What follows belongs to an exercise in optimizing a design on an open flow for small area and a short achievable clock period; a production flow would make more cautious choices. No functional check of the RTL was part of any run shown here.

==> flow/design.v (outline; a module is shown in full before it is edited, if it fits) <==
// module ex2_1: 1961 lines
// module ex2_1_fa: 4 lines
// module ex2_1_ha: 4 lines
// module ex2_1_pgi: 4 lines
// module ex2_1_pgn: 4 lines
// module ex2_1_x: 3 lines
// module ex2_1_xn: 3 lines
module ex2_1 (
	      input 		  clk, rst, validi,
	      input [31:0] 	  data_in,
	      output logic 	  valido,
	      output logic [31:0] data_out
	      );
  // ...
==> flow/flow/run.sh <==
#!/bin/bash
# The standard layout, except that the port buffers are plain buf_2 cells rather
# than the delay cells buffer_ports picks by default. make's full output goes to flow_make.log.
set -euo pipefail
bash standard.sh "BUFFER_PORTS_ARGS=-buffer_cell sky130_fd_sc_hd__buf_2" finish > flow_make.log 2>&1
==> flow/standard.sh <==
#!/bin/bash
# synth_recipe.tcl (not shown) runs the flow's synth.tcl, then flattens the netlist and writes it again
# the make line also repeats each setting of config.mk as NAME=value (left out here)
make -C /OpenROAD-flow-scripts/flow DESIGN_CONFIG=/design/flow/config.mk WORK_HOME=/design/flow/orfs CLKGATE_MAP_FILE= SYNTH_SCRIPT=/design/flow/synth_recipe.tcl "${@:-finish}"
==> flow/config.mk <==
export PLATFORM = sky130hd
export DESIGN_NAME = ex2_1
export DESIGN_NICKNAME = ex2_1
export VERILOG_FILES = /design/flow/design.v
export SDC_FILE = /design/flow/constraint.sdc
export NUM_CORES = 4
export LEC_CHECK = 0
export CAP_MARGIN = 20
export CORE_MARGIN = 2
export CORE_UTILIZATION = 40
export SETUP_SLACK_MARGIN = 4.4
export SLEW_MARGIN = 20
export SYNTH_HIERARCHICAL = 1
export TNS_END_PERCENT = 0
==> flow/constraint.sdc <==
create_clock -name core_clock -period 8.0 [get_ports {clk}]
set_input_delay 1.6000 -clock core_clock [delete_from_list [all_inputs] [get_ports {clk}]]
set_output_delay 1.6000 -clock core_clock [all_outputs]
set_load 0.01 [all_outputs]
==> summary.txt, run 1 <==
Critical path
  • Worst EP arrival: 3.93 ns
  • Critical Path Max Stage Delay: 0.56 ns
  • Worst reg2reg path endpoint: q38

Cells and area
  • Biggest Area Class: multi-input gates
  • Sequential cell area share: 0.188
  • Final cell count without fillers: 2089
  • Layout Nets: 1891
  • Multi-input gates: 1222
  • Count of plain and timing-repair buffers: 83
  • Layout cells sized above 1: 0.188
  • Clock buf count: 18
  • Leading cell types in the layout, fill and taps excluded: xnor2_1, fa_1, a22oi_1
  • Regs by FF count: a (32), data_out (32), cnt (2)
  • Fraction of area in multi-input gates: 0.699

Worst hold path
  • Worst hold stages: 1
  • Beginning of the worst hold path: cnt[0]

Timing
  • Setup WS post-layout: 4.41 ns
  • Fin crit share: 0.449
  • Fin crit period: 3.59 ns
  • Slew @ Worst Pin: 1.14 ns
  • Hold_ws: 0.438 ns

Global route
  • Vias in the first global route: 12693
  • Routing usage on met2: 0.389
  • Met1 usage: 0.321
  • Total congestion overflow: 0

Die
  • Chip Height: 207 um
  • Core box area: 40800 um^2

Outcome
  • Status: complete, no violations

Clock network
  • CTS Hold Buffers Added: 0
  • Clk sinks: 168
  • Clock insertion delay at the later pin of the skew report: 0.47 ns
  • Clock Tree Buf Depth: 2
  • Setup Fix Bufs, Post-CTS: 0

Drt
  • Drt pass-1 iters: 5
  • WL met1: 21.8 mm

Synthesis
  • Cell Area, Synth: 16500 um^2
==> inputs of run 2 (changes only) <==
--- a/flow/design.v
+++ b/flow/design.v
@@ -934,16 +934,17 @@
    wire s799;
    wire c800;
    wire s801;
    wire c802;
    wire s803;
    wire s804;
    wire [31:0] ra, rb;
    wire [31:0] g0, p0, sum;
+   wire [31:0] gn0, tn0;
    wire xg1, xp1;
    wire xg2, xp2;
    wire xg3, xp3;
    wire xg4, xp4;
    wire xg5, xp5;
    wire xg6, xp6;
    wire xg7, xp7;
    wire xg8, xp8;
@@ -1774,195 +1775,226 @@
    ex2_1_fa us795 (.a(c730), .b(s731), .c(data_in[27]), .s(s795), .co(c796));
    ex2_1_fa us797 (.a(c732), .b(s733), .c(data_in[28]), .s(s797), .co(c798));
    ex2_1_fa us799 (.a(c734), .b(s735), .c(data_in[29]), .s(s799), .co(c800));
    ex2_1_fa us801 (.a(c736), .b(s737), .c(data_in[30]), .s(s801), .co(c802));
    assign s803 = data_in[31] ^ s740;
    assign s804 = c738 ^ s803;
    assign ra = {c802, c800, c798, c796, c794, c792, c790, c788, c786, c784, c782, c780, c778, c776, c774, c772, c770, c768, c766, c764, c762, c760, c758, c756, c754, c752, c750, c748, c746, c744, c742, s741};
    assign rb = {s804, s801, s799, s797, s795, s793, s791, s789, s787, s785, s783, s781, s779, s777, s775, s773, s771, s769, s767, s765, s763, s761, s759, s757, s755, s753, s751, s749, s747, s745, s743, 1'b0};
-   assign g0 = ra & rb;
    assign p0 = ra ^ rb;
-   ex2_1_pgi ug1 (.gh(g0[1]), .ph(p0[1]), .gl(g0[0]), .pl(1'b1), .gn(xg1), .pn(xp1));
-   ex2_1_pgi ug2 (.gh(g0[2]), .ph(p0[2]), .gl(g0[1]), .pl(p0[1]), .gn(xg2), .pn(xp2));
-   ex2_1_pgi ug3 (.gh(g0[3]), .ph(p0[3]), .gl(g0[2]), .pl(p0[2]), .gn(xg3), .pn(xp3));
-   ex2_1_pgi ug4 (.gh(g0[4]), .ph(p0[4]), .gl(g0[3]), .pl(p0[3]), .gn(xg4), .pn(xp4));
-   ex2_1_pgi ug5 (.gh(g0[5]), .ph(p0[5]), .gl(g0[4]), .pl(p0[4]), .gn(xg5), .pn(xp5));
-   ex2_1_pgi ug6 (.gh(g0[6]), .ph(p0[6]), .gl(g0[5]), .pl(p0[5]), .gn(xg6), .pn(xp6));
-   ex2_1_pgi ug7 (.gh(g0[7]), .ph(p0[7]), .gl(g0[6]), .pl(p0[6]), .gn(xg7), .pn(xp7));
-   ex2_1_pgi ug8 (.gh(g0[8]), .ph(p0[8]), .gl(g0[7]), .pl(p0[7]), .gn(xg8), .pn(xp8));
-   ex2_1_pgi ug9 (.gh(g0[9]), .ph(p0[9]), .gl(g0[8]), .pl(p0[8]), .gn(xg9), .pn(xp9));
-   ex2_1_pgi ug10 (.gh(g0[10]), .ph(p0[10]), .gl(g0[9]), .pl(p0[9]), .gn(xg10), .pn(xp10));
-   ex2_1_pgi ug11 (.gh(g0[11]), .ph(p0[11]), .gl(g0[10]), .pl(p0[10]), .gn(xg11), .pn(xp11));
-   ex2_1_pgi ug12 (.gh(g0[12]), .ph(p0[12]), .gl(g0[11]), .pl(p0[11]), .gn(xg12), .pn(xp12));
-   ex2_1_pgi ug13 (.gh(g0[13]), .ph(p0[13]), .gl(g0[12]), .pl(p0[12]), .gn(xg13), .pn(xp13));
-   ex2_1_pgi ug14 (.gh(g0[14]), .ph(p0[14]), .gl(g0[13]), .pl(p0[13]), .gn(xg14), .pn(xp14));
-   ex2_1_pgi ug15 (.gh(g0[15]), .ph(p0[15]), .gl(g0[14]), .pl(p0[14]), .gn(xg15), .pn(xp15));
-   ex2_1_pgi ug16 (.gh(g0[16]), .ph(p0[16]), .gl(g0[15]), .pl(p0[15]), .gn(xg16), .pn(xp16));
-   ex2_1_pgi ug17 (.gh(g0[17]), .ph(p0[17]), .gl(g0[16]), .pl(p0[16]), .gn(xg17), .pn(xp17));
-   ex2_1_pgi ug18 (.gh(g0[18]), .ph(p0[18]), .gl(g0[17]), .pl(p0[17]), .gn(xg18), .pn(xp18));
-   ex2_1_pgi ug19 (.gh(g0[19]), .ph(p0[19]), .gl(g0[18]), .pl(p0[18]), .gn(xg19), .pn(xp19));
-   ex2_1_pgi ug20 (.gh(g0[20]), .ph(p0[20]), .gl(g0[19]), .pl(p0[19]), .gn(xg20), .pn(xp20));
-   ex2_1_pgi ug21 (.gh(g0[21]), .ph(p0[21]), .gl(g0[20]), .pl(p0[20]), .gn(xg21), .pn(xp21));
-   ex2_1_pgi ug22 (.gh(g0[22]), .ph(p0[22]), .gl(g0[21]), .pl(p0[21]), .gn(xg22), .pn(xp22));
-   ex2_1_pgi ug23 (.gh(g0[23]), .ph(p0[23]), .gl(g0[22]), .pl(p0[22]), .gn(xg23), .pn(xp23));
-   ex2_1_pgi ug24 (.gh(g0[24]), .ph(p0[24]), .gl(g0[23]), .pl(p0[23]), .gn(xg24), .pn(xp24));
-   ex2_1_pgi ug25 (.gh(g0[25]), .ph(p0[25]), .gl(g0[24]), .pl(p0[24]), .gn(xg25), .pn(xp25));
-   ex2_1_pgi ug26 (.gh(g0[26]), .ph(p0[26]), .gl(g0[25]), .pl(p0[25]), .gn(xg26), .pn(xp26));
-   ex2_1_pgi ug27 (.gh(g0[27]), .ph(p0[27]), .gl(g0[26]), .pl(p0[26]), .gn(xg27), .pn(xp27));
-   ex2_1_pgi ug28 (.gh(g0[28]), .ph(p0[28]), .gl(g0[27]), .pl(p0[27]), .gn(xg28), .pn(xp28));
-   ex2_1_pgi ug29 (.gh(g0[29]), .ph(p0[29]), .gl(g0[28]), .pl(p0[28]), .gn(xg29), .pn(xp29));
-   ex2_1_pgi ug30 (.gh(g0[30]), .ph(p0[30]), .gl(g0[29]), .pl(p0[29]), .gn(xg30), .pn(xp30));
-   ex2_1_pgi ug31 (.gh(g0[31]), .ph(p0[31]), .gl(g0[30]), .pl(p0[30]), .gn(xg31), .pn(xp31));
-   assign gi32 = ~g0[0];
-   assign pi32 = ~p0[0];
-   ex2_1_pgn ug33 (.gnh(xg2), .pnh(xp2), .gnl(gi32), .pnl(1'b0), .g(xg33), .p(xp33));
-   ex2_1_pgn ug34 (.gnh(xg3), .pnh(xp3), .gnl(xg1), .pnl(1'b0), .g(xg34), .p(xp34));
-   ex2_1_pgn ug35 (.gnh(xg4), .pnh(xp4), .gnl(xg2), .pnl(xp2), .g(xg35), .p(xp35));
-   ex2_1_pgn ug36 (.gnh(xg5), .pnh(xp5), .gnl(xg3), .pnl(xp3), .g(xg36), .p(xp36));
-   ex2_1_pgn ug37 (.gnh(xg6), .pnh(xp6), .gnl(xg4), .pnl(xp4), .g(xg37), .p(xp37));
-   ex2_1_pgn ug38 (.gnh(xg7), .pnh(xp7), .gnl(xg5), .pnl(xp5), .g(xg38), .p(xp38));
-   ex2_1_pgn ug39 (.gnh(xg8), .pnh(xp8), .gnl(xg6), .pnl(xp6), .g(xg39), .p(xp39));
-   ex2_1_pgn ug40 (.gnh(xg9), .pnh(xp9), .gnl(xg7), .pnl(xp7), .g(xg40), .p(xp40));
-   ex2_1_pgn ug41 (.gnh(xg10), .pnh(xp10), .gnl(xg8), .pnl(xp8), .g(xg41), .p(xp41));
-   ex2_1_pgn ug42 (.gnh(xg11), .pnh(xp11), .gnl(xg9), .pnl(xp9), .g(xg42), .p(xp42));
-   ex2_1_pgn ug43 (.gnh(xg12), .pnh(xp12), .gnl(xg10), .pnl(xp10), .g(xg43), .p(xp43));
-   ex2_1_pgn ug44 (.gnh(xg13), .pnh(xp13), .gnl(xg11), .pnl(xp11), .g(xg44), .p(xp44));
-   ex2_1_pgn ug45 (.gnh(xg14), .pnh(xp14), .gnl(xg12), .pnl(xp12), .g(xg45), .p(xp45));
-   ex2_1_pgn ug46 (.gnh(xg15), .pnh(xp15), .gnl(xg13), .pnl(xp13), .g(xg46), .p(xp46));
-   ex2_1_pgn ug47 (.gnh(xg16), .pnh(xp16), .gnl(xg14), .pnl(xp14), .g(xg47), .p(xp47));
-   ex2_1_pgn ug48 (.gnh(xg17), .pnh(xp17), .gnl(xg15), .pnl(xp15), .g(xg48), .p(xp48));
-   ex2_1_pgn ug49 (.gnh(xg18), .pnh(xp18), .gnl(xg16), .pnl(xp16), .g(xg49), .p(xp49));
-   ex2_1_pgn ug50 (.gnh(xg19), .pnh(xp19), .gnl(xg17), .pnl(xp17), .g(xg50), .p(xp50));
-   ex2_1_pgn ug51 (.gnh(xg20), .pnh(xp20), .gnl(xg18), .pnl(xp18), .g(xg51), .p(xp51));
-   ex2_1_pgn ug52 (.gnh(xg21), .pnh(xp21), .gnl(xg19), .pnl(xp19), .g(xg52), .p(xp52));
-   ex2_1_pgn ug53 (.gnh(xg22), .pnh(xp22), .gnl(xg20), .pnl(xp20), .g(xg53), .p(xp53));
-   ex2_1_pgn ug54 (.gnh(xg23), .pnh(xp23), .gnl(xg21), .pnl(xp21), .g(xg54), .p(xp54));
-   ex2_1_pgn ug55 (.gnh(xg24), .pnh(xp24), .gnl(xg22), .pnl(xp22), .g(xg55), .p(xp55));
-   ex2_1_pgn ug56 (.gnh(xg25), .pnh(xp25), .gnl(xg23), .pnl(xp23), .g(xg56), .p(xp56));
-   ex2_1_pgn ug57 (.gnh(xg26), .pnh(xp26), .gnl(xg24), .pnl(xp24), .g(xg57), .p(xp57));
-   ex2_1_pgn ug58 (.gnh(xg27), .pnh(xp27), .gnl(xg25), .pnl(xp25), .g(xg58), .p(xp58));
-   ex2_1_pgn ug59 (.gnh(xg28), .pnh(xp28), .gnl(xg26), .pnl(xp26), .g(xg59), .p(xp59));
-   ex2_1_pgn ug60 (.gnh(xg29), .pnh(xp29), .gnl(xg27), .pnl(xp27), .g(xg60), .p(xp60));
-   ex2_1_pgn ug61 (.gnh(xg30), .pnh(xp30), .gnl(xg28), .pnl(xp28), .g(xg61), .p(xp61));
-   ex2_1_pgn ug62 (.gnh(xg31), .pnh(xp31), .gnl(xg29), .pnl(xp29), .g(xg62), .p(xp62));
-   ex2_1_pgi ug63 (.gh(xg35), .ph(xp35), .gl(g0[0]), .pl(1'b1), .gn(xg63), .pn(xp63));
+   ex2_1_gt ugt0 (.a(ra[0]), .b(rb[0]), .gn(gn0[0]), .tn(tn0[0]));
+   ex2_1_gt ugt1 (.a(ra[1]), .b(rb[1]), .gn(gn0[1]), .tn(tn0[1]));
+   ex2_1_gt ugt2 (.a(ra[2]), .b(rb[2]), .gn(gn0[2]), .tn(tn0[2]));
+   ex2_1_gt ugt3 (.a(ra[3]), .b(rb[3]), .gn(gn0[3]), .tn(tn0[3]));
+   ex2_1_gt ugt4 (.a(ra[4]), .b(rb[4]), .gn(gn0[4]), .tn(tn0[4]));
+   ex2_1_gt ugt5 (.a(ra[5]), .b(rb[5]), .gn(gn0[5]), .tn(tn0[5]));
+   ex2_1_gt ugt6 (.a(ra[6]), .b(rb[6]), .gn(gn0[6]), .tn(tn0[6]));
+   ex2_1_gt ugt7 (.a(ra[7]), .b(rb[7]), .gn(gn0[7]), .tn(tn0[7]));
+   ex2_1_gt ugt8 (.a(ra[8]), .b(rb[8]), .gn(gn0[8]), .tn(tn0[8]));
+   ex2_1_gt ugt9 (.a(ra[9]), .b(rb[9]), .gn(gn0[9]), .tn(tn0[9]));
+   ex2_1_gt ugt10 (.a(ra[10]), .b(rb[10]), .gn(gn0[10]), .tn(tn0[10]));
+   ex2_1_gt ugt11 (.a(ra[11]), .b(rb[11]), .gn(gn0[11]), .tn(tn0[11]));
+   ex2_1_gt ugt12 (.a(ra[12]), .b(rb[12]), .gn(gn0[12]), .tn(tn0[12]));
+   ex2_1_gt ugt13 (.a(ra[13]), .b(rb[13]), .gn(gn0[13]), .tn(tn0[13]));
+   ex2_1_gt ugt14 (.a(ra[14]), .b(rb[14]), .gn(gn0[14]), .tn(tn0[14]));
+   ex2_1_gt ugt15 (.a(ra[15]), .b(rb[15]), .gn(gn0[15]), .tn(tn0[15]));
+   ex2_1_gt ugt16 (.a(ra[16]), .b(rb[16]), .gn(gn0[16]), .tn(tn0[16]));
+   ex2_1_gt ugt17 (.a(ra[17]), .b(rb[17]), .gn(gn0[17]), .tn(tn0[17]));
+   ex2_1_gt ugt18 (.a(ra[18]), .b(rb[18]), .gn(gn0[18]), .tn(tn0[18]));
+   ex2_1_gt ugt19 (.a(ra[19]), .b(rb[19]), .gn(gn0[19]), .tn(tn0[19]));
+   ex2_1_gt ugt20 (.a(ra[20]), .b(rb[20]), .gn(gn0[20]), .tn(tn0[20]));
+   ex2_1_gt ugt21 (.a(ra[21]), .b(rb[21]), .gn(gn0[21]), .tn(tn0[21]));
+   ex2_1_gt ugt22 (.a(ra[22]), .b(rb[22]), .gn(gn0[22]), .tn(tn0[22]));
+   ex2_1_gt ugt23 (.a(ra[23]), .b(rb[23]), .gn(gn0[23]), .tn(tn0[23]));
+   ex2_1_gt ugt24 (.a(ra[24]), .b(rb[24]), .gn(gn0[24]), .tn(tn0[24]));
+   ex2_1_gt ugt25 (.a(ra[25]), .b(rb[25]), .gn(gn0[25]), .tn(tn0[25]));
+   ex2_1_gt ugt26 (.a(ra[26]), .b(rb[26]), .gn(gn0[26]), .tn(tn0[26]));
+   ex2_1_gt ugt27 (.a(ra[27]), .b(rb[27]), .gn(gn0[27]), .tn(tn0[27]));
+   ex2_1_gt ugt28 (.a(ra[28]), .b(rb[28]), .gn(gn0[28]), .tn(tn0[28]));
+   ex2_1_gt ugt29 (.a(ra[29]), .b(rb[29]), .gn(gn0[29]), .tn(tn0[29]));
+   ex2_1_gt ugt30 (.a(ra[30]), .b(rb[30]), .gn(gn0[30]), .tn(tn0[30]));
+   ex2_1_gt ugt31 (.a(ra[31]), .b(rb[31]), .gn(gn0[31]), .tn(tn0[31]));
+   ex2_1_pgn ug1 (.gnh(gn0[1]), .pnh(tn0[1]), .gnl(gn0[0]), .pnl(1'b0), .g(xg1), .p(xp1));
+   ex2_1_pgn ug2 (.gnh(gn0[2]), .pnh(tn0[2]), .gnl(gn0[1]), .pnl(tn0[1]), .g(xg2), .p(xp2));
+   ex2_1_pgn ug3 (.gnh(gn0[3]), .pnh(tn0[3]), .gnl(gn0[2]), .pnl(tn0[2]), .g(xg3), .p(xp3));
+   ex2_1_pgn ug4 (.gnh(gn0[4]), .pnh(tn0[4]), .gnl(gn0[3]), .pnl(tn0[3]), .g(xg4), .p(xp4));
+   ex2_1_pgn ug5 (.gnh(gn0[5]), .pnh(tn0[5]), .gnl(gn0[4]), .pnl(tn0[4]), .g(xg5), .p(xp5));
+   ex2_1_pgn ug6 (.gnh(gn0[6]), .pnh(tn0[6]), .gnl(gn0[5]), .pnl(tn0[5]), .g(xg6), .p(xp6));
+   ex2_1_pgn ug7 (.gnh(gn0[7]), .pnh(tn0[7]), .gnl(gn0[6]), .pnl(tn0[6]), .g(xg7), .p(xp7));
+   ex2_1_pgn ug8 (.gnh(gn0[8]), .pnh(tn0[8]), .gnl(gn0[7]), .pnl(tn0[7]), .g(xg8), .p(xp8));
+   ex2_1_pgn ug9 (.gnh(gn0[9]), .pnh(tn0[9]), .gnl(gn0[8]), .pnl(tn0[8]), .g(xg9), .p(xp9));
+   ex2_1_pgn ug10 (.gnh(gn0[10]), .pnh(tn0[10]), .gnl(gn0[9]), .pnl(tn0[9]), .g(xg10), .p(xp10));
+   ex2_1_pgn ug11 (.gnh(gn0[11]), .pnh(tn0[11]), .gnl(gn0[10]), .pnl(tn0[10]), .g(xg11), .p(xp11));
+   ex2_1_pgn ug12 (.gnh(gn0[12]), .pnh(tn0[12]), .gnl(gn0[11]), .pnl(tn0[11]), .g(xg12), .p(xp12));
+   ex2_1_pgn ug13 (.gnh(gn0[13]), .pnh(tn0[13]), .gnl(gn0[12]), .pnl(tn0[12]), .g(xg13), .p(xp13));
+   ex2_1_pgn ug14 (.gnh(gn0[14]), .pnh(tn0[14]), .gnl(gn0[13]), .pnl(tn0[13]), .g(xg14), .p(xp14));
+   ex2_1_pgn ug15 (.gnh(gn0[15]), .pnh(tn0[15]), .gnl(gn0[14]), .pnl(tn0[14]), .g(xg15), .p(xp15));
+   ex2_1_pgn ug16 (.gnh(gn0[16]), .pnh(tn0[16]), .gnl(gn0[15]), .pnl(tn0[15]), .g(xg16), .p(xp16));
+   ex2_1_pgn ug17 (.gnh(gn0[17]), .pnh(tn0[17]), .gnl(gn0[16]), .pnl(tn0[16]), .g(xg17), .p(xp17));
+   ex2_1_pgn ug18 (.gnh(gn0[18]), .pnh(tn0[18]), .gnl(gn0[17]), .pnl(tn0[17]), .g(xg18), .p(xp18));
+   ex2_1_pgn ug19 (.gnh(gn0[19]), .pnh(tn0[19]), .gnl(gn0[18]), .pnl(tn0[18]), .g(xg19), .p(xp19));
+   ex2_1_pgn ug20 (.gnh(gn0[20]), .pnh(tn0[20]), .gnl(gn0[19]), .pnl(tn0[19]), .g(xg20), .p(xp20));
+   ex2_1_pgn ug21 (.gnh(gn0[21]), .pnh(tn0[21]), .gnl(gn0[20]), .pnl(tn0[20]), .g(xg21), .p(xp21));
+   ex2_1_pgn ug22 (.gnh(gn0[22]), .pnh(tn0[22]), .gnl(gn0[21]), .pnl(tn0[21]), .g(xg22), .p(xp22));
+   ex2_1_pgn ug23 (.gnh(gn0[23]), .pnh(tn0[23]), .gnl(gn0[22]), .pnl(tn0[22]), .g(xg23), .p(xp23));
+   ex2_1_pgn ug24 (.gnh(gn0[24]), .pnh(tn0[24]), .gnl(gn0[23]), .pnl(tn0[23]), .g(xg24), .p(xp24));
+   ex2_1_pgn ug25 (.gnh(gn0[25]), .pnh(tn0[25]), .gnl(gn0[24]), .pnl(tn0[24]), .g(xg25), .p(xp25));
+   ex2_1_pgn ug26 (.gnh(gn0[26]), .pnh(tn0[26]), .gnl(gn0[25]), .pnl(tn0[25]), .g(xg26), .p(xp26));
+   ex2_1_pgn ug27 (.gnh(gn0[27]), .pnh(tn0[27]), .gnl(gn0[26]), .pnl(tn0[26]), .g(xg27), .p(xp27));
+   ex2_1_pgn ug28 (.gnh(gn0[28]), .pnh(tn0[28]), .gnl(gn0[27]), .pnl(tn0[27]), .g(xg28), .p(xp28));
+   ex2_1_pgn ug29 (.gnh(gn0[29]), .pnh(tn0[29]), .gnl(gn0[28]), .pnl(tn0[28]), .g(xg29), .p(xp29));
+   ex2_1_pgn ug30 (.gnh(gn0[30]), .pnh(tn0[30]), .gnl(gn0[29]), .pnl(tn0[29]), .g(xg30), .p(xp30));
+   ex2_1_pgn ug31 (.gnh(gn0[31]), .pnh(tn0[31]), .gnl(gn0[30]), .pnl(tn0[30]), .g(xg31), .p(xp31));
+   assign gi32 = ~gn0[0];
+   assign pi32 = ~tn0[0];
+   ex2_1_pgi ug33 (.gh(xg2), .ph(xp2), .gl(gi32), .pl(1'b1), .gn(xg33), .pn(xp33));
+   ex2_1_pgi ug34 (.gh(xg3), .ph(xp3), .gl(xg1), .pl(1'b1), .gn(xg34), .pn(xp34));
+   ex2_1_pgi ug35 (.gh(xg4), .ph(xp4), .gl(xg2), .pl(xp2), .gn(xg35), .pn(xp35));
+   ex2_1_pgi ug36 (.gh(xg5), .ph(xp5), .gl(xg3), .pl(xp3), .gn(xg36), .pn(xp36));
+   ex2_1_pgi ug37 (.gh(xg6), .ph(xp6), .gl(xg4), .pl(xp4), .gn(xg37), .pn(xp37));
+   ex2_1_pgi ug38 (.gh(xg7), .ph(xp7), .gl(xg5), .pl(xp5), .gn(xg38), .pn(xp38));
+   ex2_1_pgi ug39 (.gh(xg8), .ph(xp8), .gl(xg6), .pl(xp6), .gn(xg39), .pn(xp39));
+   ex2_1_pgi ug40 (.gh(xg9), .ph(xp9), .gl(xg7), .pl(xp7), .gn(xg40), .pn(xp40));
+   ex2_1_pgi ug41 (.gh(xg10), .ph(xp10), .gl(xg8), .pl(xp8), .gn(xg41), .pn(xp41));
+   ex2_1_pgi ug42 (.gh(xg11), .ph(xp11), .gl(xg9), .pl(xp9), .gn(xg42), .pn(xp42));
+   ex2_1_pgi ug43 (.gh(xg12), .ph(xp12), .gl(xg10), .pl(xp10), .gn(xg43), .pn(xp43));
+   ex2_1_pgi ug44 (.gh(xg13), .ph(xp13), .gl(xg11), .pl(xp11), .gn(xg44), .pn(xp44));
+   ex2_1_pgi ug45 (.gh(xg14), .ph(xp14), .gl(xg12), .pl(xp12), .gn(xg45), .pn(xp45));
+   ex2_1_pgi ug46 (.gh(xg15), .ph(xp15), .gl(xg13), .pl(xp13), .gn(xg46), .pn(xp46));
+   ex2_1_pgi ug47 (.gh(xg16), .ph(xp16), .gl(xg14), .pl(xp14), .gn(xg47), .pn(xp47));
+   ex2_1_pgi ug48 (.gh(xg17), .ph(xp17), .gl(xg15), .pl(xp15), .gn(xg48), .pn(xp48));
+   ex2_1_pgi ug49 (.gh(xg18), .ph(xp18), .gl(xg16), .pl(xp16), .gn(xg49), .pn(xp49));
+   ex2_1_pgi ug50 (.gh(xg19), .ph(xp19), .gl(xg17), .pl(xp17), .gn(xg50), .pn(xp50));
+   ex2_1_pgi ug51 (.gh(xg20), .ph(xp20), .gl(xg18), .pl(xp18), .gn(xg51), .pn(xp51));
+   ex2_1_pgi ug52 (.gh(xg21), .ph(xp21), .gl(xg19), .pl(xp19), .gn(xg52), .pn(xp52));
+   ex2_1_pgi ug53 (.gh(xg22), .ph(xp22), .gl(xg20), .pl(xp20), .gn(xg53), .pn(xp53));
+   ex2_1_pgi ug54 (.gh(xg23), .ph(xp23), .gl(xg21), .pl(xp21), .gn(xg54), .pn(xp54));
+   ex2_1_pgi ug55 (.gh(xg24), .ph(xp24), .gl(xg22), .pl(xp22), .gn(xg55), .pn(xp55));
+   ex2_1_pgi ug56 (.gh(xg25), .ph(xp25), .gl(xg23), .pl(xp23), .gn(xg56), .pn(xp56));
+   ex2_1_pgi ug57 (.gh(xg26), .ph(xp26), .gl(xg24), .pl(xp24), .gn(xg57), .pn(xp57));
+   ex2_1_pgi ug58 (.gh(xg27), .ph(xp27), .gl(xg25), .pl(xp25), .gn(xg58), .pn(xp58));
+   ex2_1_pgi ug59 (.gh(xg28), .ph(xp28), .gl(xg26), .pl(xp26), .gn(xg59), .pn(xp59));
+   ex2_1_pgi ug60 (.gh(xg29), .ph(xp29), .gl(xg27), .pl(xp27), .gn(xg60), .pn(xp60));
+   ex2_1_pgi ug61 (.gh(xg30), .ph(xp30), .gl(xg28), .pl(xp28), .gn(xg61), .pn(xp61));
+   ex2_1_pgi ug62 (.gh(xg31), .ph(xp31), .gl(xg29), .pl(xp29), .gn(xg62), .pn(xp62));
+   ex2_1_pgn ug63 (.gnh(xg35), .pnh(xp35), .gnl(gn0[0]), .pnl(1'b0), .g(xg63), .p(xp63));
    assign gi64 = ~xg1;
    assign pi64 = ~xp1;
-   ex2_1_pgi ug65 (.gh(xg36), .ph(xp36), .gl(gi64), .pl(1'b1), .gn(xg65), .pn(xp65));
-   ex2_1_pgi ug66 (.gh(xg37), .ph(xp37), .gl(xg33), .pl(1'b1), .gn(xg66), .pn(xp66));
-   ex2_1_pgi ug67 (.gh(xg38), .ph(xp38), .gl(xg34), .pl(1'b1), .gn(xg67), .pn(xp67));
-   ex2_1_pgi ug68 (.gh(xg39), .ph(xp39), .gl(xg35), .pl(xp35), .gn(xg68), .pn(xp68));
-   ex2_1_pgi ug69 (.gh(xg40), .ph(xp40), .gl(xg36), .pl(xp36), .gn(xg69), .pn(xp69));
-   ex2_1_pgi ug70 (.gh(xg41), .ph(xp41), .gl(xg37), .pl(xp37), .gn(xg70), .pn(xp70));
-   ex2_1_pgi ug71 (.gh(xg42), .ph(xp42), .gl(xg38), .pl(xp38), .gn(xg71), .pn(xp71));
-   ex2_1_pgi ug72 (.gh(xg43), .ph(xp43), .gl(xg39), .pl(xp39), .gn(xg72), .pn(xp72));
-   ex2_1_pgi ug73 (.gh(xg44), .ph(xp44), .gl(xg40), .pl(xp40), .gn(xg73), .pn(xp73));
-   ex2_1_pgi ug74 (.gh(xg45), .ph(xp45), .gl(xg41), .pl(xp41), .gn(xg74), .pn(xp74));
-   ex2_1_pgi ug75 (.gh(xg46), .ph(xp46), .gl(xg42), .pl(xp42), .gn(xg75), .pn(xp75));
-   ex2_1_pgi ug76 (.gh(xg47), .ph(xp47), .gl(xg43), .pl(xp43), .gn(xg76), .pn(xp76));
-   ex2_1_pgi ug77 (.gh(xg48), .ph(xp48), .gl(xg44), .pl(xp44), .gn(xg77), .pn(xp77));
-   ex2_1_pgi ug78 (.gh(xg49), .ph(xp49), .gl(xg45), .pl(xp45), .gn(xg78), .pn(xp78));
-   ex2_1_pgi ug79 (.gh(xg50), .ph(xp50), .gl(xg46), .pl(xp46), .gn(xg79), .pn(xp79));
-   ex2_1_pgi ug80 (.gh(xg51), .ph(xp51), .gl(xg47), .pl(xp47), .gn(xg80), .pn(xp80));
-   ex2_1_pgi ug81 (.gh(xg52), .ph(xp52), .gl(xg48), .pl(xp48), .gn(xg81), .pn(xp81));
-   ex2_1_pgi ug82 (.gh(xg53), .ph(xp53), .gl(xg49), .pl(xp49), .gn(xg82), .pn(xp82));
-   ex2_1_pgi ug83 (.gh(xg54), .ph(xp54), .gl(xg50), .pl(xp50), .gn(xg83), .pn(xp83));
-   ex2_1_pgi ug84 (.gh(xg55), .ph(xp55), .gl(xg51), .pl(xp51), .gn(xg84), .pn(xp84));
-   ex2_1_pgi ug85 (.gh(xg56), .ph(xp56), .gl(xg52), .pl(xp52), .gn(xg85), .pn(xp85));
-   ex2_1_pgi ug86 (.gh(xg57), .ph(xp57), .gl(xg53), .pl(xp53), .gn(xg86), .pn(xp86));
-   ex2_1_pgi ug87 (.gh(xg58), .ph(xp58), .gl(xg54), .pl(xp54), .gn(xg87), .pn(xp87));
-   ex2_1_pgi ug88 (.gh(xg59), .ph(xp59), .gl(xg55), .pl(xp55), .gn(xg88), .pn(xp88));
-   ex2_1_pgi ug89 (.gh(xg60), .ph(xp60), .gl(xg56), .pl(xp56), .gn(xg89), .pn(xp89));
-   ex2_1_pgi ug90 (.gh(xg61), .ph(xp61), .gl(xg57), .pl(xp57), .gn(xg90), .pn(xp90));
-   ex2_1_pgi ug91 (.gh(xg62), .ph(xp62), .gl(xg58), .pl(xp58), .gn(xg91), .pn(xp91));
-   ex2_1_pgn ug92 (.gnh(xg68), .pnh(xp68), .gnl(gi32), .pnl(1'b0), .g(xg92), .p(xp92));
-   ex2_1_pgn ug93 (.gnh(xg69), .pnh(xp69), .gnl(xg1), .pnl(1'b0), .g(xg93), .p(xp93));
+   ex2_1_pgn ug65 (.gnh(xg36), .pnh(xp36), .gnl(gi64), .pnl(1'b0), .g(xg65), .p(xp65));
+   ex2_1_pgn ug66 (.gnh(xg37), .pnh(xp37), .gnl(xg33), .pnl(1'b0), .g(xg66), .p(xp66));
+   ex2_1_pgn ug67 (.gnh(xg38), .pnh(xp38), .gnl(xg34), .pnl(1'b0), .g(xg67), .p(xp67));
+   ex2_1_pgn ug68 (.gnh(xg39), .pnh(xp39), .gnl(xg35), .pnl(xp35), .g(xg68), .p(xp68));
+   ex2_1_pgn ug69 (.gnh(xg40), .pnh(xp40), .gnl(xg36), .pnl(xp36), .g(xg69), .p(xp69));
+   ex2_1_pgn ug70 (.gnh(xg41), .pnh(xp41), .gnl(xg37), .pnl(xp37), .g(xg70), .p(xp70));
+   ex2_1_pgn ug71 (.gnh(xg42), .pnh(xp42), .gnl(xg38), .pnl(xp38), .g(xg71), .p(xp71));
+   ex2_1_pgn ug72 (.gnh(xg43), .pnh(xp43), .gnl(xg39), .pnl(xp39), .g(xg72), .p(xp72));
+   ex2_1_pgn ug73 (.gnh(xg44), .pnh(xp44), .gnl(xg40), .pnl(xp40), .g(xg73), .p(xp73));
+   ex2_1_pgn ug74 (.gnh(xg45), .pnh(xp45), .gnl(xg41), .pnl(xp41), .g(xg74), .p(xp74));
+   ex2_1_pgn ug75 (.gnh(xg46), .pnh(xp46), .gnl(xg42), .pnl(xp42), .g(xg75), .p(xp75));
+   ex2_1_pgn ug76 (.gnh(xg47), .pnh(xp47), .gnl(xg43), .pnl(xp43), .g(xg76), .p(xp76));
+   ex2_1_pgn ug77 (.gnh(xg48), .pnh(xp48), .gnl(xg44), .pnl(xp44), .g(xg77), .p(xp77));
+   ex2_1_pgn ug78 (.gnh(xg49), .pnh(xp49), .gnl(xg45), .pnl(xp45), .g(xg78), .p(xp78));
+   ex2_1_pgn ug79 (.gnh(xg50), .pnh(xp50), .gnl(xg46), .pnl(xp46), .g(xg79), .p(xp79));
+   ex2_1_pgn ug80 (.gnh(xg51), .pnh(xp51), .gnl(xg47), .pnl(xp47), .g(xg80), .p(xp80));
+   ex2_1_pgn ug81 (.gnh(xg52), .pnh(xp52), .gnl(xg48), .pnl(xp48), .g(xg81), .p(xp81));
+   ex2_1_pgn ug82 (.gnh(xg53), .pnh(xp53), .gnl(xg49), .pnl(xp49), .g(xg82), .p(xp82));
+   ex2_1_pgn ug83 (.gnh(xg54), .pnh(xp54), .gnl(xg50), .pnl(xp50), .g(xg83), .p(xp83));
+   ex2_1_pgn ug84 (.gnh(xg55), .pnh(xp55), .gnl(xg51), .pnl(xp51), .g(xg84), .p(xp84));
+   ex2_1_pgn ug85 (.gnh(xg56), .pnh(xp56), .gnl(xg52), .pnl(xp52), .g(xg85), .p(xp85));
+   ex2_1_pgn ug86 (.gnh(xg57), .pnh(xp57), .gnl(xg53), .pnl(xp53), .g(xg86), .p(xp86));
+   ex2_1_pgn ug87 (.gnh(xg58), .pnh(xp58), .gnl(xg54), .pnl(xp54), .g(xg87), .p(xp87));
+   ex2_1_pgn ug88 (.gnh(xg59), .pnh(xp59), .gnl(xg55), .pnl(xp55), .g(xg88), .p(xp88));
+   ex2_1_pgn ug89 (.gnh(xg60), .pnh(xp60), .gnl(xg56), .pnl(xp56), .g(xg89), .p(xp89));
+   ex2_1_pgn ug90 (.gnh(xg61), .pnh(xp61), .gnl(xg57), .pnl(xp57), .g(xg90), .p(xp90));
+   ex2_1_pgn ug91 (.gnh(xg62), .pnh(xp62), .gnl(xg58), .pnl(xp58), .g(xg91), .p(xp91));
+   ex2_1_pgi ug92 (.gh(xg68), .ph(xp68), .gl(gi32), .pl(1'b1), .gn(xg92), .pn(xp92));
+   ex2_1_pgi ug93 (.gh(xg69), .ph(xp69), .gl(xg1), .pl(1'b1), .gn(xg93), .pn(xp93));
    assign gi94 = ~xg33;
    assign pi94 = ~xp33;
-   ex2_1_pgn ug95 (.gnh(xg70), .pnh(xp70), .gnl(gi94), .pnl(1'b0), .g(xg95), .p(xp95));
+   ex2_1_pgi ug95 (.gh(xg70), .ph(xp70), .gl(gi94), .pl(1'b1), .gn(xg95), .pn(xp95));
    assign gi96 = ~xg34;
    assign pi96 = ~xp34;
-   ex2_1_pgn ug97 (.gnh(xg71), .pnh(xp71), .gnl(gi96), .pnl(1'b0), .g(xg97), .p(xp97));
-   ex2_1_pgn ug98 (.gnh(xg72), .pnh(xp72), .gnl(xg63), .pnl(1'b0), .g(xg98), .p(xp98));
-   ex2_1_pgn ug99 (.gnh(xg73), .pnh(xp73), .gnl(xg65), .pnl(1'b0), .g(xg99), .p(xp99));
-   ex2_1_pgn ug100 (.gnh(xg74), .pnh(xp74), .gnl(xg66), .pnl(1'b0), .g(xg100), .p(xp100));
-   ex2_1_pgn ug101 (.gnh(xg75), .pnh(xp75), .gnl(xg67), .pnl(1'b0), .g(xg101), .p(xp101));
-   ex2_1_pgn ug102 (.gnh(xg76), .pnh(xp76), .gnl(xg68), .pnl(xp68), .g(xg102), .p(xp102));
-   ex2_1_pgn ug103 (.gnh(xg77), .pnh(xp77), .gnl(xg69), .pnl(xp69), .g(xg103), .p(xp103));
-   ex2_1_pgn ug104 (.gnh(xg78), .pnh(xp78), .gnl(xg70), .pnl(xp70), .g(xg104), .p(xp104));
-   ex2_1_pgn ug105 (.gnh(xg79), .pnh(xp79), .gnl(xg71), .pnl(xp71), .g(xg105), .p(xp105));
-   ex2_1_pgn ug106 (.gnh(xg80), .pnh(xp80), .gnl(xg72), .pnl(xp72), .g(xg106), .p(xp106));
-   ex2_1_pgn ug107 (.gnh(xg81), .pnh(xp81), .gnl(xg73), .pnl(xp73), .g(xg107), .p(xp107));
-   ex2_1_pgn ug108 (.gnh(xg82), .pnh(xp82), .gnl(xg74), .pnl(xp74), .g(xg108), .p(xp108));
-   ex2_1_pgn ug109 (.gnh(xg83), .pnh(xp83), .gnl(xg75), .pnl(xp75), .g(xg109), .p(xp109));
-   ex2_1_pgn ug110 (.gnh(xg84), .pnh(xp84), .gnl(xg76), .pnl(xp76), .g(xg110), .p(xp110));
-   ex2_1_pgn ug111 (.gnh(xg85), .pnh(xp85), .gnl(xg77), .pnl(xp77), .g(xg111), .p(xp111));
-   ex2_1_pgn ug112 (.gnh(xg86), .pnh(xp86), .gnl(xg78), .pnl(xp78), .g(xg112), .p(xp112));
-   ex2_1_pgn ug113 (.gnh(xg87), .pnh(xp87), .gnl(xg79), .pnl(xp79), .g(xg113), .p(xp113));
-   ex2_1_pgn ug114 (.gnh(xg88), .pnh(xp88), .gnl(xg80), .pnl(xp80), .g(xg114), .p(xp114));
-   ex2_1_pgn ug115 (.gnh(xg89), .pnh(xp89), .gnl(xg81), .pnl(xp81), .g(xg115), .p(xp115));
-   ex2_1_pgn ug116 (.gnh(xg90), .pnh(xp90), .gnl(xg82), .pnl(xp82), .g(xg116), .p(xp116));
-   ex2_1_pgn ug117 (.gnh(xg91), .pnh(xp91), .gnl(xg83), .pnl(xp83), .g(xg117), .p(xp117));
-   ex2_1_pgi ug118 (.gh(xg102), .ph(xp102), .gl(g0[0]), .pl(1'b1), .gn(xg118), .pn(xp118));
-   ex2_1_pgi ug119 (.gh(xg103), .ph(xp103), .gl(gi64), .pl(1'b1), .gn(xg119), .pn(xp119));
-   ex2_1_pgi ug120 (.gh(xg104), .ph(xp104), .gl(xg33), .pl(1'b1), .gn(xg120), .pn(xp120));
-   ex2_1_pgi ug121 (.gh(xg105), .ph(xp105), .gl(xg34), .pl(1'b1), .gn(xg121), .pn(xp121));
+   ex2_1_pgi ug97 (.gh(xg71), .ph(xp71), .gl(gi96), .pl(1'b1), .gn(xg97), .pn(xp97));
+   ex2_1_pgi ug98 (.gh(xg72), .ph(xp72), .gl(xg63), .pl(1'b1), .gn(xg98), .pn(xp98));
+   ex2_1_pgi ug99 (.gh(xg73), .ph(xp73), .gl(xg65), .pl(1'b1), .gn(xg99), .pn(xp99));
+   ex2_1_pgi ug100 (.gh(xg74), .ph(xp74), .gl(xg66), .pl(1'b1), .gn(xg100), .pn(xp100));
+   ex2_1_pgi ug101 (.gh(xg75), .ph(xp75), .gl(xg67), .pl(1'b1), .gn(xg101), .pn(xp101));
+   ex2_1_pgi ug102 (.gh(xg76), .ph(xp76), .gl(xg68), .pl(xp68), .gn(xg102), .pn(xp102));
+   ex2_1_pgi ug103 (.gh(xg77), .ph(xp77), .gl(xg69), .pl(xp69), .gn(xg103), .pn(xp103));
+   ex2_1_pgi ug104 (.gh(xg78), .ph(xp78), .gl(xg70), .pl(xp70), .gn(xg104), .pn(xp104));
+   ex2_1_pgi ug105 (.gh(xg79), .ph(xp79), .gl(xg71), .pl(xp71), .gn(xg105), .pn(xp105));
+   ex2_1_pgi ug106 (.gh(xg80), .ph(xp80), .gl(xg72), .pl(xp72), .gn(xg106), .pn(xp106));
+   ex2_1_pgi ug107 (.gh(xg81), .ph(xp81), .gl(xg73), .pl(xp73), .gn(xg107), .pn(xp107));
+   ex2_1_pgi ug108 (.gh(xg82), .ph(xp82), .gl(xg74), .pl(xp74), .gn(xg108), .pn(xp108));
+   ex2_1_pgi ug109 (.gh(xg83), .ph(xp83), .gl(xg75), .pl(xp75), .gn(xg109), .pn(xp109));
+   ex2_1_pgi ug110 (.gh(xg84), .ph(xp84), .gl(xg76), .pl(xp76), .gn(xg110), .pn(xp110));
+   ex2_1_pgi ug111 (.gh(xg85), .ph(xp85), .gl(xg77), .pl(xp77), .gn(xg111), .pn(xp111));
+   ex2_1_pgi ug112 (.gh(xg86), .ph(xp86), .gl(xg78), .pl(xp78), .gn(xg112), .pn(xp112));
+   ex2_1_pgi ug113 (.gh(xg87), .ph(xp87), .gl(xg79), .pl(xp79), .gn(xg113), .pn(xp113));
+   ex2_1_pgi ug114 (.gh(xg88), .ph(xp88), .gl(xg80), .pl(xp80), .gn(xg114), .pn(xp114));
+   ex2_1_pgi ug115 (.gh(xg89), .ph(xp89), .gl(xg81), .pl(xp81), .gn(xg115), .pn(xp115));
+   ex2_1_pgi ug116 (.gh(xg90), .ph(xp90), .gl(xg82), .pl(xp82), .gn(xg116), .pn(xp116));
+   ex2_1_pgi ug117 (.gh(xg91), .ph(xp91), .gl(xg83), .pl(xp83), .gn(xg117), .pn(xp117));
+   ex2_1_pgn ug118 (.gnh(xg102), .pnh(xp102), .gnl(gn0[0]), .pnl(1'b0), .g(xg118), .p(xp118));
+   ex2_1_pgn ug119 (.gnh(xg103), .pnh(xp103), .gnl(gi64), .pnl(1'b0), .g(xg119), .p(xp119));
+   ex2_1_pgn ug120 (.gnh(xg104), .pnh(xp104), .gnl(xg33), .pnl(1'b0), .g(xg120), .p(xp120));
+   ex2_1_pgn ug121 (.gnh(xg105), .pnh(xp105), .gnl(xg34), .pnl(1'b0), .g(xg121), .p(xp121));
    assign gi122 = ~xg63;
    assign pi122 = ~xp63;
-   ex2_1_pgi ug123 (.gh(xg106), .ph(xp106), .gl(gi122), .pl(1'b1), .gn(xg123), .pn(xp123));
+   ex2_1_pgn ug123 (.gnh(xg106), .pnh(xp106), .gnl(gi122), .pnl(1'b0), .g(xg123), .p(xp123));
    assign gi124 = ~xg65;
    assign pi124 = ~xp65;
-   ex2_1_pgi ug125 (.gh(xg107), .ph(xp107), .gl(gi124), .pl(1'b1), .gn(xg125), .pn(xp125));
+   ex2_1_pgn ug125 (.gnh(xg107), .pnh(xp107), .gnl(gi124), .pnl(1'b0), .g(xg125), .p(xp125));
    assign gi126 = ~xg66;
    assign pi126 = ~xp66;
-   ex2_1_pgi ug127 (.gh(xg108), .ph(xp108), .gl(gi126), .pl(1'b1), .gn(xg127), .pn(xp127));
+   ex2_1_pgn ug127 (.gnh(xg108), .pnh(xp108), .gnl(gi126), .pnl(1'b0), .g(xg127), .p(xp127));
    assign gi128 = ~xg67;
    assign pi128 = ~xp67;
-   ex2_1_pgi ug129 (.gh(xg109), .ph(xp109), .gl(gi128), .pl(1'b1), .gn(xg129), .pn(xp129));
-   ex2_1_pgi ug130 (.gh(xg110), .ph(xp110), .gl(xg92), .pl(1'b1), .gn(xg130), .pn(xp130));
-   ex2_1_pgi ug131 (.gh(xg111), .ph(xp111), .gl(xg93), .pl(1'b1), .gn(xg131), .pn(xp131));
-   ex2_1_pgi ug132 (.gh(xg112), .ph(xp112), .gl(xg95), .pl(1'b1), .gn(xg132), .pn(xp132));
-   ex2_1_pgi ug133 (.gh(xg113), .ph(xp113), .gl(xg97), .pl(1'b1), .gn(xg133), .pn(xp133));
-   ex2_1_pgi ug134 (.gh(xg114), .ph(xp114), .gl(xg98), .pl(1'b1), .gn(xg134), .pn(xp134));
-   ex2_1_pgi ug135 (.gh(xg115), .ph(xp115), .gl(xg99), .pl(1'b1), .gn(xg135), .pn(xp135));
-   ex2_1_pgi ug136 (.gh(xg116), .ph(xp116), .gl(xg100), .pl(1'b1), .gn(xg136), .pn(xp136));
-   ex2_1_pgi ug137 (.gh(xg117), .ph(xp117), .gl(xg101), .pl(1'b1), .gn(xg137), .pn(xp137));
+   ex2_1_pgn ug129 (.gnh(xg109), .pnh(xp109), .gnl(gi128), .pnl(1'b0), .g(xg129), .p(xp129));
+   ex2_1_pgn ug130 (.gnh(xg110), .pnh(xp110), .gnl(xg92), .pnl(1'b0), .g(xg130), .p(xp130));
+   ex2_1_pgn ug131 (.gnh(xg111), .pnh(xp111), .gnl(xg93), .pnl(1'b0), .g(xg131), .p(xp131));
+   ex2_1_pgn ug132 (.gnh(xg112), .pnh(xp112), .gnl(xg95), .pnl(1'b0), .g(xg132), .p(xp132));
+   ex2_1_pgn ug133 (.gnh(xg113), .pnh(xp113), .gnl(xg97), .pnl(1'b0), .g(xg133), .p(xp133));
+   ex2_1_pgn ug134 (.gnh(xg114), .pnh(xp114), .gnl(xg98), .pnl(1'b0), .g(xg134), .p(xp134));
+   ex2_1_pgn ug135 (.gnh(xg115), .pnh(xp115), .gnl(xg99), .pnl(1'b0), .g(xg135), .p(xp135));
+   ex2_1_pgn ug136 (.gnh(xg116), .pnh(xp116), .gnl(xg100), .pnl(1'b0), .g(xg136), .p(xp136));
+   ex2_1_pgn ug137 (.gnh(xg117), .pnh(xp117), .gnl(xg101), .pnl(1'b0), .g(xg137), .p(xp137));
    assign sum[0] = p0[0];
-   ex2_1_x us1 (.a(p0[1]), .b(g0[0]), .y(sum[1]));
-   ex2_1_xn us2 (.a(p0[2]), .b(xg1), .y(sum[2]));
-   ex2_1_x us3 (.a(p0[3]), .b(xg33), .y(sum[3]));
-   ex2_1_x us4 (.a(p0[4]), .b(xg34), .y(sum[4]));
-   ex2_1_xn us5 (.a(p0[5]), .b(xg63), .y(sum[5]));
-   ex2_1_xn us6 (.a(p0[6]), .b(xg65), .y(sum[6]));
-   ex2_1_xn us7 (.a(p0[7]), .b(xg66), .y(sum[7]));
-   ex2_1_xn us8 (.a(p0[8]), .b(xg67), .y(sum[8]));
-   ex2_1_x us9 (.a(p0[9]), .b(xg92), .y(sum[9]));
-   ex2_1_x us10 (.a(p0[10]), .b(xg93), .y(sum[10]));
-   ex2_1_x us11 (.a(p0[11]), .b(xg95), .y(sum[11]));
-   ex2_1_x us12 (.a(p0[12]), .b(xg97), .y(sum[12]));
-   ex2_1_x us13 (.a(p0[13]), .b(xg98), .y(sum[13]));
-   ex2_1_x us14 (.a(p0[14]), .b(xg99), .y(sum[14]));
-   ex2_1_x us15 (.a(p0[15]), .b(xg100), .y(sum[15]));
-   ex2_1_x us16 (.a(p0[16]), .b(xg101), .y(sum[16]));
-   ex2_1_xn us17 (.a(p0[17]), .b(xg118), .y(sum[17]));
-   ex2_1_xn us18 (.a(p0[18]), .b(xg119), .y(sum[18]));
-   ex2_1_xn us19 (.a(p0[19]), .b(xg120), .y(sum[19]));
-   ex2_1_xn us20 (.a(p0[20]), .b(xg121), .y(sum[20]));
-   ex2_1_xn us21 (.a(p0[21]), .b(xg123), .y(sum[21]));
-   ex2_1_xn us22 (.a(p0[22]), .b(xg125), .y(sum[22]));
-   ex2_1_xn us23 (.a(p0[23]), .b(xg127), .y(sum[23]));
-   ex2_1_xn us24 (.a(p0[24]), .b(xg129), .y(sum[24]));
-   ex2_1_xn us25 (.a(p0[25]), .b(xg130), .y(sum[25]));
-   ex2_1_xn us26 (.a(p0[26]), .b(xg131), .y(sum[26]));
-   ex2_1_xn us27 (.a(p0[27]), .b(xg132), .y(sum[27]));
-   ex2_1_xn us28 (.a(p0[28]), .b(xg133), .y(sum[28]));
-   ex2_1_xn us29 (.a(p0[29]), .b(xg134), .y(sum[29]));
-   ex2_1_xn us30 (.a(p0[30]), .b(xg135), .y(sum[30]));
-   ex2_1_xn us31 (.a(p0[31]), .b(xg136), .y(sum[31]));
+   ex2_1_xn us1 (.a(p0[1]), .b(gn0[0]), .y(sum[1]));
+   ex2_1_x us2 (.a(p0[2]), .b(xg1), .y(sum[2]));
+   ex2_1_xn us3 (.a(p0[3]), .b(xg33), .y(sum[3]));
+   ex2_1_xn us4 (.a(p0[4]), .b(xg34), .y(sum[4]));
+   ex2_1_x us5 (.a(p0[5]), .b(xg63), .y(sum[5]));
+   ex2_1_x us6 (.a(p0[6]), .b(xg65), .y(sum[6]));
+   ex2_1_x us7 (.a(p0[7]), .b(xg66), .y(sum[7]));
+   ex2_1_x us8 (.a(p0[8]), .b(xg67), .y(sum[8]));
+   ex2_1_xn us9 (.a(p0[9]), .b(xg92), .y(sum[9]));
+   ex2_1_xn us10 (.a(p0[10]), .b(xg93), .y(sum[10]));
+   ex2_1_xn us11 (.a(p0[11]), .b(xg95), .y(sum[11]));
+   ex2_1_xn us12 (.a(p0[12]), .b(xg97), .y(sum[12]));
+   ex2_1_xn us13 (.a(p0[13]), .b(xg98), .y(sum[13]));
+   ex2_1_xn us14 (.a(p0[14]), .b(xg99), .y(sum[14]));
+   ex2_1_xn us15 (.a(p0[15]), .b(xg100), .y(sum[15]));
+   ex2_1_xn us16 (.a(p0[16]), .b(xg101), .y(sum[16]));
+   ex2_1_x us17 (.a(p0[17]), .b(xg118), .y(sum[17]));
+   ex2_1_x us18 (.a(p0[18]), .b(xg119), .y(sum[18]));
+   ex2_1_x us19 (.a(p0[19]), .b(xg120), .y(sum[19]));
+   ex2_1_x us20 (.a(p0[20]), .b(xg121), .y(sum[20]));
+   ex2_1_x us21 (.a(p0[21]), .b(xg123), .y(sum[21]));
+   ex2_1_x us22 (.a(p0[22]), .b(xg125), .y(sum[22]));
+   ex2_1_x us23 (.a(p0[23]), .b(xg127), .y(sum[23]));
+   ex2_1_x us24 (.a(p0[24]), .b(xg129), .y(sum[24]));
+   ex2_1_x us25 (.a(p0[25]), .b(xg130), .y(sum[25]));
+   ex2_1_x us26 (.a(p0[26]), .b(xg131), .y(sum[26]));
+   ex2_1_x us27 (.a(p0[27]), .b(xg132), .y(sum[27]));
+   ex2_1_x us28 (.a(p0[28]), .b(xg133), .y(sum[28]));
+   ex2_1_x us29 (.a(p0[29]), .b(xg134), .y(sum[29]));
+   ex2_1_x us30 (.a(p0[30]), .b(xg135), .y(sum[30]));
+   ex2_1_x us31 (.a(p0[31]), .b(xg136), .y(sum[31]));
 endmodule
 module ex2_1_fa (input a, b, c, output s, co);
    assign s = a ^ b ^ c;
    assign co = (a & b) | (c & (a ^ b));
 endmodule
 module ex2_1_ha (input a, b, output s, co);
    assign s = a ^ b;
    assign co = a & b;
@@ -1970,14 +2002,18 @@
 module ex2_1_pgi (input gh, ph, gl, pl, output gn, pn);
    assign gn = ~(gh | (ph & gl));
    assign pn = ~(ph & pl);
 endmodule
 module ex2_1_pgn (input gnh, pnh, gnl, pnl, output g, p);
    assign g = ~(gnh & (pnh | gnl));
    assign p = ~(pnh | pnl);
 endmodule
+module ex2_1_gt (input a, b, output gn, tn);
+   assign gn = ~(a & b);
+   assign tn = ~(a | b);
+endmodule
 module ex2_1_x (input a, b, output y);
    assign y = a ^ b;
 endmodule
 module ex2_1_xn (input a, b, output y);
    assign y = ~(a ^ b);
 endmodule
==> summary.txt, run 2 <==
Synthesis
  • Cell Area, Synth: 16900 um^2 (was 16500 um^2)
  • Yosys warnings: 7 (unchanged)
  • Avg Inst Size Synth: 10.4 um^2 (was 10.6 um^2)
  • Mapped Cells: 1620 (was 1559)

Die
  • Starting Density: 0.404 (was 0.405)
  • Die footprint: 43800 um^2 (was 42900 um^2)
  • Core Rows: 75 (was 74)
  • Top Ports: 68 (unchanged)
  • Die W: 209 um (was 207 um)
  • Chip Height: 209 um (was 207 um)
  • Core box area: 41800 um^2 (was 40800 um^2)

Clock network
  • Clock insertion delay at the later pin of the skew report: 0.47 ns (about the same)
  • Clock-pin slew on the worst setup and hold paths: 0.07 ns (about the same)
  • Clock Tree Buf Depth: 2 (unchanged)
  • TritonCTS clock tree: yes (unchanged)
  • Clk sinks: 168 (unchanged)
  • H-tree Lvls: 4 (unchanged)
  • TritonCTS Buffers: 17 (unchanged)
  • Clock tree root buffer cell: clkbuf_16 (unchanged)

Cells and area
  • Inserted Diodes: 0 (unchanged)
  • Leading cell types in the layout, fill and taps excluded: xnor2_1, fa_1, a22oi_1 (unchanged)
  • # fillers: 3911 (was 3842)
  • Layout Nets: 1915 (was 1891)
  • Most common cell after layout, fill and taps aside: xnor2_1 (unchanged)
  • Layout cells sized above 1: 0.175 (was 0.188)
  • Area growth, synth to finish: 6.58% (was 9.07%)
  • Regs by FF count: a (32), data_out (32), cnt (2) (unchanged)

Critical path
  • Critical Path Max Stage Delay: 0.51 ns (was 0.56 ns)
  • Crit end category: flip-flop (unchanged)
  • R2r setup slk: 4.51 ns (was 4.43 ns)
  • R2R Path Start: a[1] (was a[5])
  • Cell mode on critical path: fa_1 (unchanged)
  • Largest delay share family, worst path: adder cells (unchanged)
  • R2R depth: 9 (was 7)
  • Worst EP arrival: 3.95 ns (was 3.93 ns)
  • CP max stage cell: fa_1 (unchanged)
  • CP Class: input pin to flip-flop (unchanged)
  • Worst path required time: 8.34 ns (about the same)
  • Max FO, Critical Path: 18 (was 28)
  • Startpoint types: input pin (unchanged)
  • Sequence of cells on the critical path: buf_2, a22oi_2, xnor2_1, fa_1, fa_1, fa_1 (was buf_4, a22oi_2, xnor2_1, fa_1, fa_1, fa_1)
  • Worst reg2reg path endpoint: q22 (was q38)
  • CP Buf/Inv Count: 1 (unchanged)

Drt
  • Post-route DRC: 0 (unchanged)
  • Post-Route WL: 50.7 mm (was 51.2 mm)
  • Avg Vias per Cell: 5.73 (was 5.71)
  • Post-route antenna net violation count: 0 (unchanged)
  • Routed wire length per instance: 23.6 um (was 24.5 um)
  • Initial DRC count: 1357 (was 1034)
  • Drt pass-1 iters: 6 (was 5)
  • Vias: 12315 (was 11936)

Place
  • Routability Congestion: 0.889 (was 0.848)
  • Dpl hpwl: 35.8 mm (was 35.7 mm)
  • I/O Buffers: 67 (unchanged)

Run
  • Max Cap Viol: 0 (unchanged)

Timing
  • Relative slew margins: 0.313 (was 0.239)
  • RSZ-0062 raised after global routing: yes (unchanged)
  • Post-route clock skew: 0.0138 ns (was 0.0131 ns)
  • Setup Viol. Count Final: 0 (unchanged)
  • Fmax: 0.276 GHz (was 0.278 GHz)
  • Hold_ws: 0.432 ns (was 0.438 ns)
  • Fin crit share: 0.452 (was 0.449)
  • Final Hold Vio Count: 0 (unchanged)
  • Slew @ Worst Pin: 1.03 ns (was 1.14 ns)
  • Setup TNS: 0 ns (unchanged)
  • Pins Over Slew Limit: 0 (unchanged)
  • Fin crit period: 3.62 ns (was 3.59 ns)

Global route
  • Largest net degree at the start of global routing: 64 (was 54)
  • Vias in the first global route: 12859 (was 12693)
  • Initial antenna violation count: 2 (was 0)
  • All-Layer GR Usage: 0.235 (was 0.240)
  • First-pass GRT wire length: 77.5 mm (was 78.4 mm)
  • Total congestion overflow: 0 (unchanged)

Worst hold path
  • Worst hold stages: 1 (unchanged)
  • Beginning of the worst hold path: cnt[0] (unchanged)
  • Worst hold path class: flip-flop to flip-flop (unchanged)
  • Worst hold path endpoint: cnt[0] (unchanged)

Outcome
  • Status: complete, no violations (unchanged)
## run 2: how the worst max path moves through the flow
stage,from,endpoint,cells past startpoint
floorplan,data_in[6],q70,7
global placement,data_in[1],q74,6
detailed placement,data_in[0],q74,6
CTS,data_in[11],q70,6
global route,data_in[15],q100,6
finish,data_in[16],q66,6
## run 2: final cells by class
cell class,instances,area [um^2],share of cell area
multi-input combinational,1278,12600,0.703
sequential,168,3380,0.188
tap,539,674,0.0375
timing repair buffer,80,470,0.0262
clock buffer,18,439,0.0244
inverter,53,205,0.0114
clock inverter,14,176,0.00981
## run 2: timing repair
action | 4_1_cts | 5_1_grt
hold buffers | 0 | 0
gates resized for setup | 13 | 12
gates cloned | 0 | 1
pin swaps | 0 | 1
setup endpoints to repair | 45 | 39
buffers inserted | 0 | 0
## run 2: through the flow
stage          worst slack (ns)  cell area (um^2)  utilization  instances
2_1_floorplan              4.29             17000            -       1620
3_3_place_gp               3.70             17300        0.414       2117
3_5_place_dp               3.69             17300        0.414       2117
4_1_cts                    4.36             17900        0.429       2149
5_1_grt                    4.32             18000        0.430       2150
6_report                   4.38             18000        0.430       2150
## run 2: routing by layer
| metal | up-vias | GRT usage | wire [um] |
|---|---|---|---|
| li1 | 5394 | - | - |
| met1 | 6207 | 0.323 | 21700 |
| met2 | 627 | 0.380 | 23800 |
| met3 | 85 | 0.0437 | 4180 |
| met4 | 2 | 0.0680 | 1010 |
| met5 | - | 0 | 11 |

==> re-timing with driven ports <==
The flow's constraints put no driver on any port. The routed layouts listed below were extracted and timed again, unchanged, in two steps.
Step 1 (the two cells are an assumption about what drives the block):
set clk [get_ports {clk}]
set_driving_cell -lib_cell sky130_fd_sc_hd__clkbuf_16 $clk
set_driving_cell -lib_cell sky130_fd_sc_hd__buf_2 [delete_from_list [all_inputs] $clk]
Step 2 moves the port delays by t, midway between the first and last clock arrival at a register: inputs arrive t later, outputs are due t later. That takes back most of the time a late clock gives input paths.
Three values: ideal, step 1, step 2; two values: the first two.
run | shift t [ns] | setup WS [ns] | worst hold slack (ns) | worst data-port slew with drivers (ns)
run 1 | 0.522 | 4.408 / 4.429 / 3.923 | 0.438 / 0.438 / 0.438 | 0.04
run 2 | 0.514 | 4.382 / 4.398 / 3.885 | 0.432 / 0.432 / 0.432 | 0.05
After both steps every run listed still meets setup and hold. The setup slack of run 2, which loses most, moves by +0.016 ns with the drivers and by -0.497 ns with both steps.
